Context: an optimization exercise on an open-source flow, tuned for small area, a short achievable clock period and few clock cycles. The choices shown serve that exercise and are no tape-out recipe. At most, simulation tests tie the RTL to the original design; equivalence was not proved. Power figures rest on the tool's default switching activity, not on a simulated workload.

## single_cycle_risc
module single_cycle_risc (
  input         clk,
  input         rst,
  output [31:0] imem_addr,
  input  [31:0] imem_data,
  output        wb_valid,
  output [4:0]  wb_rd,
  output [31:0] wb_data
);
==> flow/config.mk <==
export PLATFORM = sky130hd
export DESIGN_NAME = single_cycle_risc
export DESIGN_NICKNAME = single_cycle_risc
export VERILOG_FILES = /design/flow/design.v
export SDC_FILE = /design/flow/constraint.sdc
export NUM_CORES = 8
export LEC_CHECK = 0
export CAP_MARGIN = 30
export CELL_PAD_IN_SITES_DETAIL_PLACEMENT = 1
export CELL_PAD_IN_SITES_GLOBAL_PLACEMENT = 2
export CORE_MARGIN = 2
export CORE_UTILIZATION = 40
export PLACE_DENSITY = 0.5
export SLEW_MARGIN = 30
export SYNTH_HIERARCHICAL = 1
==> flow/constraint.sdc <==
create_clock -name core_clock -period 25.0 [get_ports {clk}]
set_input_delay 5.0000 -clock core_clock [delete_from_list [all_inputs] [get_ports {clk}]]
set_output_delay 5.0000 -clock core_clock [all_outputs]
set_load 0.01 [all_outputs]
standard.sh (not shown) runs the stock make flow with config.mk's settings and CLKGATE_MAP_FILE= SYNTH_SCRIPT=/design/flow/synth_recipe.tcl, a recipe that flattens the netlist after the stock synthesis.
==> flow/flow/run.sh <==
#!/bin/bash
# Layout: the standard ORFS flow (standard.sh), with
#  - timing repair aimed well below the design's clock period (a setup-slack
#    margin), so that the period the layout achieves gets optimised;
#  - port buffers of a stronger cell than the default delay buffer;
set -euo pipefail
CTS="-sink_clustering_enable -repair_clock_nets -sink_clustering_size 26 -sink_clustering_max_diameter 100 -dont_use_dummy_load -buf_list {sky130_fd_sc_hd__clkbuf_8 sky130_fd_sc_hd__clkbuf_16}"
bash standard.sh SETUP_SLACK_MARGIN=${MARGIN:-18.5} TNS_END_PERCENT=${TNS:-0} \
  "BUFFER_PORTS_ARGS=-buffer_cell sky130_fd_sc_hd__buf_4" "CTS_ARGS=$CTS" finish > standard_flow.log 2>&1
Edit:
--- a/flow/design.v
+++ b/flow/design.v
@@ -200,15 +200,15 @@
 wire [31:0] f_imm  = {f_immu ? f_uhi : {20{ins[31]}},
                       f_immu ? {7{~ins[5]}} : ins[31:25],
                       f_immu ? {{3{~ins[5]}}, 2'b0} : (f_imms ? ins[11:7] : ins[24:20])};
 reg [1023:32] rf;
 wire [31:0] wdec = {31'b0, wb_valid_r} << wb_rd_r;    
 wire        byp1 = wb_valid_r & (wb_rd_r == f_rs1);
 wire        byp2 = wb_valid_r & (wb_rd_r == f_rs2);
-wire [31:0] s1, s2, s1h, s2h;
+wire [31:0] s1, s2;
 wire [7:0]  lo1n, lo2n;
 wire [3:0]  hi1n, hi2n;
 genvar r;
 generate
   for (r = 0; r < 8; r = r + 1) begin : g_lo
     nand3x u1 (.a(f_rs1[0] == r[0]), .b(f_rs1[1] == r[1]), .c(f_rs1[2] == r[2]), .y(lo1n[r]));
     nand3x u2 (.a(f_rs2[0] == r[0]), .b(f_rs2[1] == r[1]), .c(f_rs2[2] == r[2]), .y(lo2n[r]));
@@ -216,34 +216,30 @@
   for (r = 0; r < 4; r = r + 1) begin : g_hi
     nand2x u1 (.a(f_rs1[3] == r[0]), .b(f_rs1[4] == r[1]), .y(hi1n[r]));
     nand2x u2 (.a(f_rs2[3] == r[0]), .b(f_rs2[4] == r[1]), .y(hi2n[r]));
   end
   for (r = 1; r < 32; r = r + 1) begin : g_sel
     nor3x u1 (.a(lo1n[r%8]), .b(hi1n[r/8]), .c(wdec[r]), .y(s1[r]));
     nor3x u2 (.a(lo2n[r%8]), .b(hi2n[r/8]), .c(wdec[r]), .y(s2[r]));
-    nor3x u3 (.a(lo1n[r%8]), .b(hi1n[r/8]), .c(wdec[r]), .y(s1h[r]));
-    nor3x u4 (.a(lo2n[r%8]), .b(hi2n[r/8]), .c(wdec[r]), .y(s2h[r]));
   end
 endgenerate
 assign s1[0] = byp1;
 assign s2[0] = byp2;
-assign s1h[0] = byp1;
-assign s2h[0] = byp2;
 wire [31:0] f_an, f_bn;    
 generate
   for (r = 0; r < 32; r = r + 1) begin : g_rd
     wire [31:0] d = {rf[32*31+r], rf[32*30+r], rf[32*29+r], rf[32*28+r],
                      rf[32*27+r], rf[32*26+r], rf[32*25+r], rf[32*24+r], rf[32*23+r],
                      rf[32*22+r], rf[32*21+r], rf[32*20+r], rf[32*19+r], rf[32*18+r],
                      rf[32*17+r], rf[32*16+r], rf[32*15+r], rf[32*14+r], rf[32*13+r],
                      rf[32*12+r], rf[32*11+r], rf[32*10+r], rf[32*9+r],  rf[32*8+r],
                      rf[32*7+r],  rf[32*6+r],  rf[32*5+r],  rf[32*4+r],  rf[32*3+r],
                      rf[32*2+r],  rf[32*1+r],  wb_data_r[r]};
-    sel32n u1 (.s(r < 16 ? s1 : s1h), .d(d), .yn(f_an[r]));
-    sel32n u2 (.s(r < 16 ? s2 : s2h), .d(d), .yn(f_bn[r]));
+    sel32n u1 (.s(s1), .d(d), .yn(f_an[r]));
+    sel32n u2 (.s(s2), .d(d), .yn(f_bn[r]));
   end
 endgenerate
 wire [31:0] f_immb = {{19{ins[31]}}, ins[31], ins[7], ins[30:25], ins[11:8], 1'b0};
 wire [31:0] f_immj = {{11{ins[31]}}, ins[31], ins[19:12], ins[20], ins[30:21], 1'b0};
 wire [31:0] pc_seq = pc_f + 32'd4;
 wire [20:0] f_off = f_jal ? f_immj[20:0] : f_immb[20:0];
 wire [21:0] t_lo;
Result: Register-to-register slack degrades by 100 ps. Hold slack got worse by 14 ps. Wire length is higher by about 6%. Cell area goes down by 0.80%. Core utilization falls by 0.16 points. Clock-buffer cell count drops by 1. Worst setup slack gets better by 46 ps. Via count rose by about 0.6%. Flip-flop and latch count does not change. Fmax increases by about 0.6%. First-iteration DRC count increases by about 12%.
Testbench counts after the change, summed over its fixed seeds: cycles 32,822.
The RTL of the first run of this note was laid out without a check of its function.

Setup of old:
single_cycle_risc, a different RTL version from the one above (not shown whole).
Size: ~100 I/O pins, ~78,000 µm² of cells after synthesis.
clock: 25.0 ns
lec_check: 0
cap_margin: 30
cell_pad_in_sites_detail_placement: 1
cell_pad_in_sites_global_placement: 2
core_margin: 2
core_utilization: 30
place_density: 0.35
slew_margin: 30
==> flow/flow/run.sh <==
#!/bin/bash
set -euo pipefail
bash standard.sh SETUP_SLACK_MARGIN=18.5 TNS_END_PERCENT=0 finish > standard_flow.log 2>&1
diff inputs: old => new
-- flow/design.v --
<<< old, line 11
reg [31:0] ir;
reg        v_x;
reg [31:0] a_r, b_r;  
reg        fx1, fx2;  
reg [31:0] pc_x;    
reg        p_x;     
>>> new, line 11
reg [31:0] ir;
reg        v_x;
reg [31:0] pc_x;    
reg        p_x;     
<<< old, line 45
wire [31:0] imm_j = {{11{ir[31]}}, ir[31], ir[19:12], ir[20], ir[30:21], 1'b0};
reg [1023:32] rf;
wire [4:0] f_rs1 = imem_data[19:15];
wire [4:0] f_rs2 = imem_data[24:20];
reg [31:0] rf1, rf2;
integer k;
>>> new, line 43
wire [31:0] imm_j = {{11{ir[31]}}, ir[31], ir[19:12], ir[20], ir[30:21], 1'b0};
reg [1023:32] rf;
reg [31:0] rf1, rf2;
integer k;
<<< old, line 53
  rf2 = 32'b0;
  for (k = 1; k < 32; k = k + 1) begin
    rf1 = rf1 | ({32{f_rs1 == k}} & rf[32*k +: 32]);
    rf2 = rf2 | ({32{f_rs2 == k}} & rf[32*k +: 32]);
  end
end
wire        byp1 = wb_valid_r & (wb_rd_r == f_rs1);
wire        byp2 = wb_valid_r & (wb_rd_r == f_rs2);
wire [31:0] f_rv1 = byp1 ? wb_data_r : rf1;
wire [31:0] f_rv2 = byp2 ? wb_data_r : rf2;
wire [31:0] rv1 = fx1 ? wb_data_r : a_r;
wire [31:0] rv2 = fx2 ? wb_data_r : b_r;
wire [31:0] opb = (is_op | is_branch) ? rv2 : imm_i;
wire        sub = is_branch | (is_op & ir[30] & (f3 == 3'b000)) | (f3[2:1] == 2'b01);
>>> new, line 49
  rf2 = 32'b0;
  for (k = 1; k < 32; k = k + 1) begin
    rf1 = rf1 | ({32{rs1 == k}} & rf[32*k +: 32]);
    rf2 = rf2 | ({32{rs2 == k}} & rf[32*k +: 32]);
  end
end
wire byp1 = wb_valid_r & (wb_rd_r == rs1);
wire byp2 = wb_valid_r & (wb_rd_r == rs2);
wire [31:0] rv1 = byp1 ? wb_data_r : rf1;
wire [31:0] rv2 = byp2 ? wb_data_r : rf2;
wire [31:0] opb = (is_op | is_branch) ? rv2 : imm_i;
wire        sub = is_branch | (is_op & ir[30] & (f3 == 3'b000)) | (f3[2:1] == 2'b01);
<<< old, line 214
  end
  ir        <= imem_data;
  a_r       <= f_rv1;
  b_r       <= f_rv2;
  fx1       <= rf_we & (rd == f_rs1);
  fx2       <= rf_we & (rd == f_rs2);
  pc_x      <= pc_f;
  p_x       <= bhit_any;
>>> new, line 208
  end
  ir        <= imem_data;
  pc_x      <= pc_f;
  p_x       <= bhit_any;
[summary]
Compared with old, new shows total number of multi-input combinational cells that has gone up by a few percent. new ends up with a count of clock-buffer cells in the layout that is 3 higher than in old. Instance area after placement: old and new compared, higher one is old. On share of power burned in combinational logic: new sits above old. The sequential power in new was lower than what old gave. Compared with old, new shows data-path buffer share of cell area in the final layout higher by 2.6 points. [compare] base=old new=new: part of the total power dissipated in sequential elements dropped 0.4 points, highest clock rate dropped 6.4%. Per the comparison of new with old, clock network power share went down by 0.9 points; net switching share of the total power has increased; met1 wire length grew by 4.0%; final hold slack increased 0.050 ns.
Function was not checked in any run of this note: the RTL went through the layout flow alone.

single_cycle_risc with an RTL version that a note above also has.
For scale: about 5300 cells after synthesis, ~1500 flip-flops, roughly 71000 µm² of cells after synthesis.
==> flow/design.v (excerpt) <==
module single_cycle_risc (
  input         clk,
  input         rst,
  output [31:0] imem_addr,
  input  [31:0] imem_data,
  output        wb_valid,
  output [4:0]  wb_rd,
  output [31:0] wb_data
);
Settings: LEC_CHECK=0, CAP_MARGIN=30, CELL_PAD_IN_SITES_DETAIL_PLACEMENT=1, CELL_PAD_IN_SITES_GLOBAL_PLACEMENT=2, CORE_MARGIN=2, CORE_UTILIZATION=40, PLACE_DENSITY=0.5, SLEW_MARGIN=30, SYNTH_HIERARCHICAL=1; clock period 25.0 ns.
==> flow/flow/run.sh <==
#!/bin/bash
# Layout: the standard ORFS flow (standard.sh), with
#  - timing repair aimed well below the design's clock period (a setup-slack
#    margin), so that the period the layout achieves gets optimised;
#  - port buffers of a stronger cell than the default delay buffer;
set -euo pipefail
CTS="-sink_clustering_enable -repair_clock_nets -sink_clustering_size 20 -sink_clustering_max_diameter 100 -dont_use_dummy_load -buf_list {sky130_fd_sc_hd__clkbuf_8 sky130_fd_sc_hd__clkbuf_16}"
bash standard.sh SETUP_SLACK_MARGIN=${MARGIN:-18.5} TNS_END_PERCENT=${TNS:-0} \
  "BUFFER_PORTS_ARGS=-buffer_cell sky130_fd_sc_hd__buf_4" "CTS_ARGS=$CTS" finish > standard_flow.log 2>&1
Testbench counts at the start, summed over its fixed seeds: cycles 32,822.
Next try:
--- a/flow/design.v
+++ b/flow/design.v
@@ -233,39 +233,48 @@
                      rf[32*17+r], rf[32*16+r], rf[32*15+r], rf[32*14+r], rf[32*13+r],
                      rf[32*12+r], rf[32*11+r], rf[32*10+r], rf[32*9+r],  rf[32*8+r],
                      rf[32*7+r],  rf[32*6+r],  rf[32*5+r],  rf[32*4+r],  rf[32*3+r],
                      rf[32*2+r],  rf[32*1+r],  wb_data_r[r]};
     sel32n u1 (.s(s1), .d(d), .yn(f_an[r]));
     sel32n u2 (.s(s2), .d(d), .yn(f_bn[r]));
   end
 endgenerate
 wire [31:0] f_immb = {{19{ins[31]}}, ins[31], ins[7], ins[30:25], ins[11:8], 1'b0};
 wire [31:0] f_immj = {{11{ins[31]}}, ins[31], ins[19:12], ins[20], ins[30:21], 1'b0};
 wire [31:0] pc_seq = pc_f + 32'd4;
-wire [20:0] f_off = f_jal ? f_immj[20:0] : f_immb[20:0];
-wire [21:0] t_lo;
-add21 u_t (.a(pc_f[20:0]), .b(f_off), .s(t_lo));
+wire [13:0] tb_lo;
+wire [21:0] tj_lo;
+add13 u_tb (.a(pc_f[12:0]), .b(f_immb[12:0]), .s(tb_lo));
+add21 u_tj (.a(pc_f[20:0]), .b(f_immj[20:0]), .s(tj_lo));
+wire [18:0] pb    = pc_f[31:13];
+wire [18:0] pb_p1 = pb + 19'd1;
+wire [18:0] pb_m1 = pb - 19'd1;
 wire [10:0] pj    = pc_f[31:21];
 wire [10:0] pj_p1 = pj + 11'd1;
 wire [10:0] pj_m1 = pj - 11'd1;
+wire [18:0] hb1 = ins[31] ? pb : pb_p1;
+wire [18:0] hb0 = ins[31] ? pb_m1 : pb;
 wire [10:0] hj1 = ins[31] ? pj : pj_p1;
 wire [10:0] hj0 = ins[31] ? pj_m1 : pj;
-wire [31:0] f_tgt;
-assign f_tgt[20:0] = t_lo[20:0];
+wire [31:0] f_tgtb, f_tgtj;
+assign f_tgtb[12:0] = tb_lo[12:0];
+assign f_tgtj[20:0] = tj_lo[20:0];
 genvar t;
 generate
-  for (t = 21; t < 32; t = t + 1) begin : g_t
-    mux2c u (.s(t_lo[21]), .a1(hj1[t-21]), .a0(hj0[t-21]), .y(f_tgt[t]));
+  for (t = 13; t < 32; t = t + 1) begin : g_tb
+    mux2c u (.s(tb_lo[13]), .a1(hb1[t-13]), .a0(hb0[t-13]), .y(f_tgtb[t]));
+  end
+  for (t = 21; t < 32; t = t + 1) begin : g_tj
+    mux2c u (.s(tj_lo[21]), .a1(hj1[t-21]), .a0(hj0[t-21]), .y(f_tgtj[t]));
   end
 endgenerate
-wire        f_pt = f_jal | (f_branch & ins[31]);    
 wire [31:0] rv1 = ~a_rn;
 wire [31:0] rv2 = ~b_rn;
 wire [31:0] opa = x_lui ? 32'b0 : (x_auipc ? alt_r : rv1);
 wire [31:0] opb = x_use2 ? rv2 : imm_r;
 wire [32:0] sum = {1'b0, opa} + {1'b0, opb ^ {32{x_sub}}} + {32'b0, x_sub};
 wire        ltu = ~sum[32];
 wire        lts = (opa[31] ^ opb[31]) ? opa[31] : sum[31];
 wire        eq  = (rv1 == rv2);
 wire        sh_left = ~op_x[2];
 wire [31:0] sh_in;
 wire [31:0] sh_out;
@@ -348,41 +357,42 @@
 always @(posedge clk) begin
   for (sw = 0; sw < 8; sw = sw + 1)
     for (sj = 0; sj < 4; sj = sj + 1)
       if (st_en & lane_en[sj] & lane_s[sj][sw])
         dm[8*(sw*4+sj) +: 8] <= st_data[sj*8 +: 8];
 end
 wire        taken    = f3_x[2] ? ((f3_x[1] ? ltu : lts) ^ f3_x[0]) : (eq ^ f3_x[0]);
 wire        redirect = v_x & (x_jalr | (x_branch & (taken ^ x_pt)));
 wire [31:0] npc      = x_jalr ? {sum[31:1], 1'b0} : alt_r;
 wire        rf_we    = v_x & x_wr;
 wire        sel_npc = redirect;
-wire        sel_t   = ~redirect & f_pt;
-wire        sel_seq = ~redirect & ~f_pt;
-wire [31:0] pc_next = ({32{sel_npc}} & npc) | ({32{sel_t}} & f_tgt) |
-                      ({32{sel_seq}} & pc_seq);
+wire        sel_tj  = ~redirect & f_jal;
+wire        sel_tb  = ~redirect & f_branch & ins[31];
+wire        sel_seq = ~redirect & ~f_jal & ~(f_branch & ins[31]);
+wire [31:0] pc_next = ({32{sel_npc}} & npc) | ({32{sel_tj}} & f_tgtj) |
+                      ({32{sel_tb}} & f_tgtb) | ({32{sel_seq}} & pc_seq);
 wire [31:0] result = x_load ? ld_val : (x_link ? alt_r : alu);
 always @(posedge clk) begin
   if (rst) begin
     pc_f       <= 32'b0;
     v_x        <= 1'b0;
     wb_valid_r <= 1'b0;
   end else begin
     pc_f       <= pc_next;
     v_x        <= ~redirect;
     wb_valid_r <= rf_we;
   end
   a_rn     <= (rf_we & (rd_x == f_rs1)) ? ~result : f_an;
   b_rn     <= (rf_we & (rd_x == f_rs2)) ? ~result : f_bn;
   imm_r    <= f_imm;
-  alt_r    <= ({32{f_branch & ~ins[31]}} & f_tgt) | ({32{~(f_branch & ~ins[31])}} & pc_seq);
+  alt_r    <= ({32{f_branch & ~ins[31]}} & f_tgtb) | ({32{~(f_branch & ~ins[31])}} & pc_seq);
   rd_x     <= f_rd;
   f3_x     <= f_f3;
   op_x     <= f_arith ? f_f3 : 3'b000;
   x_load   <= f_load;
   x_store  <= f_store;
   x_branch <= f_branch;
   x_jalr   <= f_jalr;
   x_link   <= f_jal | f_jalr;
   x_wr     <= ~f_store & ~f_branch & (f_rd != 5'd0);
   x_sub    <= f_branch | (f_opr & ins[30] & (f_f3 == 3'b000)) | (f_arith & (f_f3[2:1] == 2'b01));
   x_sra    <= f_arith & ins[30] & (f_f3 == 3'b101);
What happened: Clock power is about the same. Combinational power went up by about 8%. Setup slack improved by 0.27 ns. Via count went up by 3.8%. Critical path depth went down by 1. Flip-flop and latch count is unchanged. Hold slack got worse by 0.030 ns. Die area went up by 3.0%. Final area went up by 4.6%.
The RTL of the second run of this note was laid out without a check of its function.

==> static timing again, ports no longer ideal <==
No port has a modelled driver above. Below, the same layouts with a new extraction and two added sets of constraints. Step 1, drivers: a clkbuf_16 drives clk and a buf_2 each remaining input, both assumed. Step 2 moves the port delays by t, midway between the first and last clock arrival at a register: inputs arrive t later, outputs are due t later. That takes back most of the time a late clock gives input paths. a / b / c = ideal ports / drivers / drivers and shift; a / b = the first two.
run	t, ns	slack for setup (ns)	latest minus earliest clock arrival (ns)	worst slew at a driven data input, ns
the first run of note 1	0.775	17.768 / 17.814 / 17.039	0.156 / 0.155	0.08
the second run of note 1	0.780	17.814 / 17.881 / 17.101	0.138 / 0.137	0.08
old	0.940	18.224 / 18.217 / 17.354	0.133 / 0.133	0.05
new	0.949	17.763 / 17.763 / 17.763	0.089 / 0.088	0.06
the first run of note 3	0.801	17.830 / 17.867 / 17.066	0.134 / 0.134	0.08
the second run of note 3	0.814	18.097 / 18.099 / 17.285	0.102 / 0.102	0.11
After both steps every run listed still meets setup and hold. For old, which loses most, drivers alone change the setup slack by -0.007 ns; drivers and shift together by -0.870 ns.
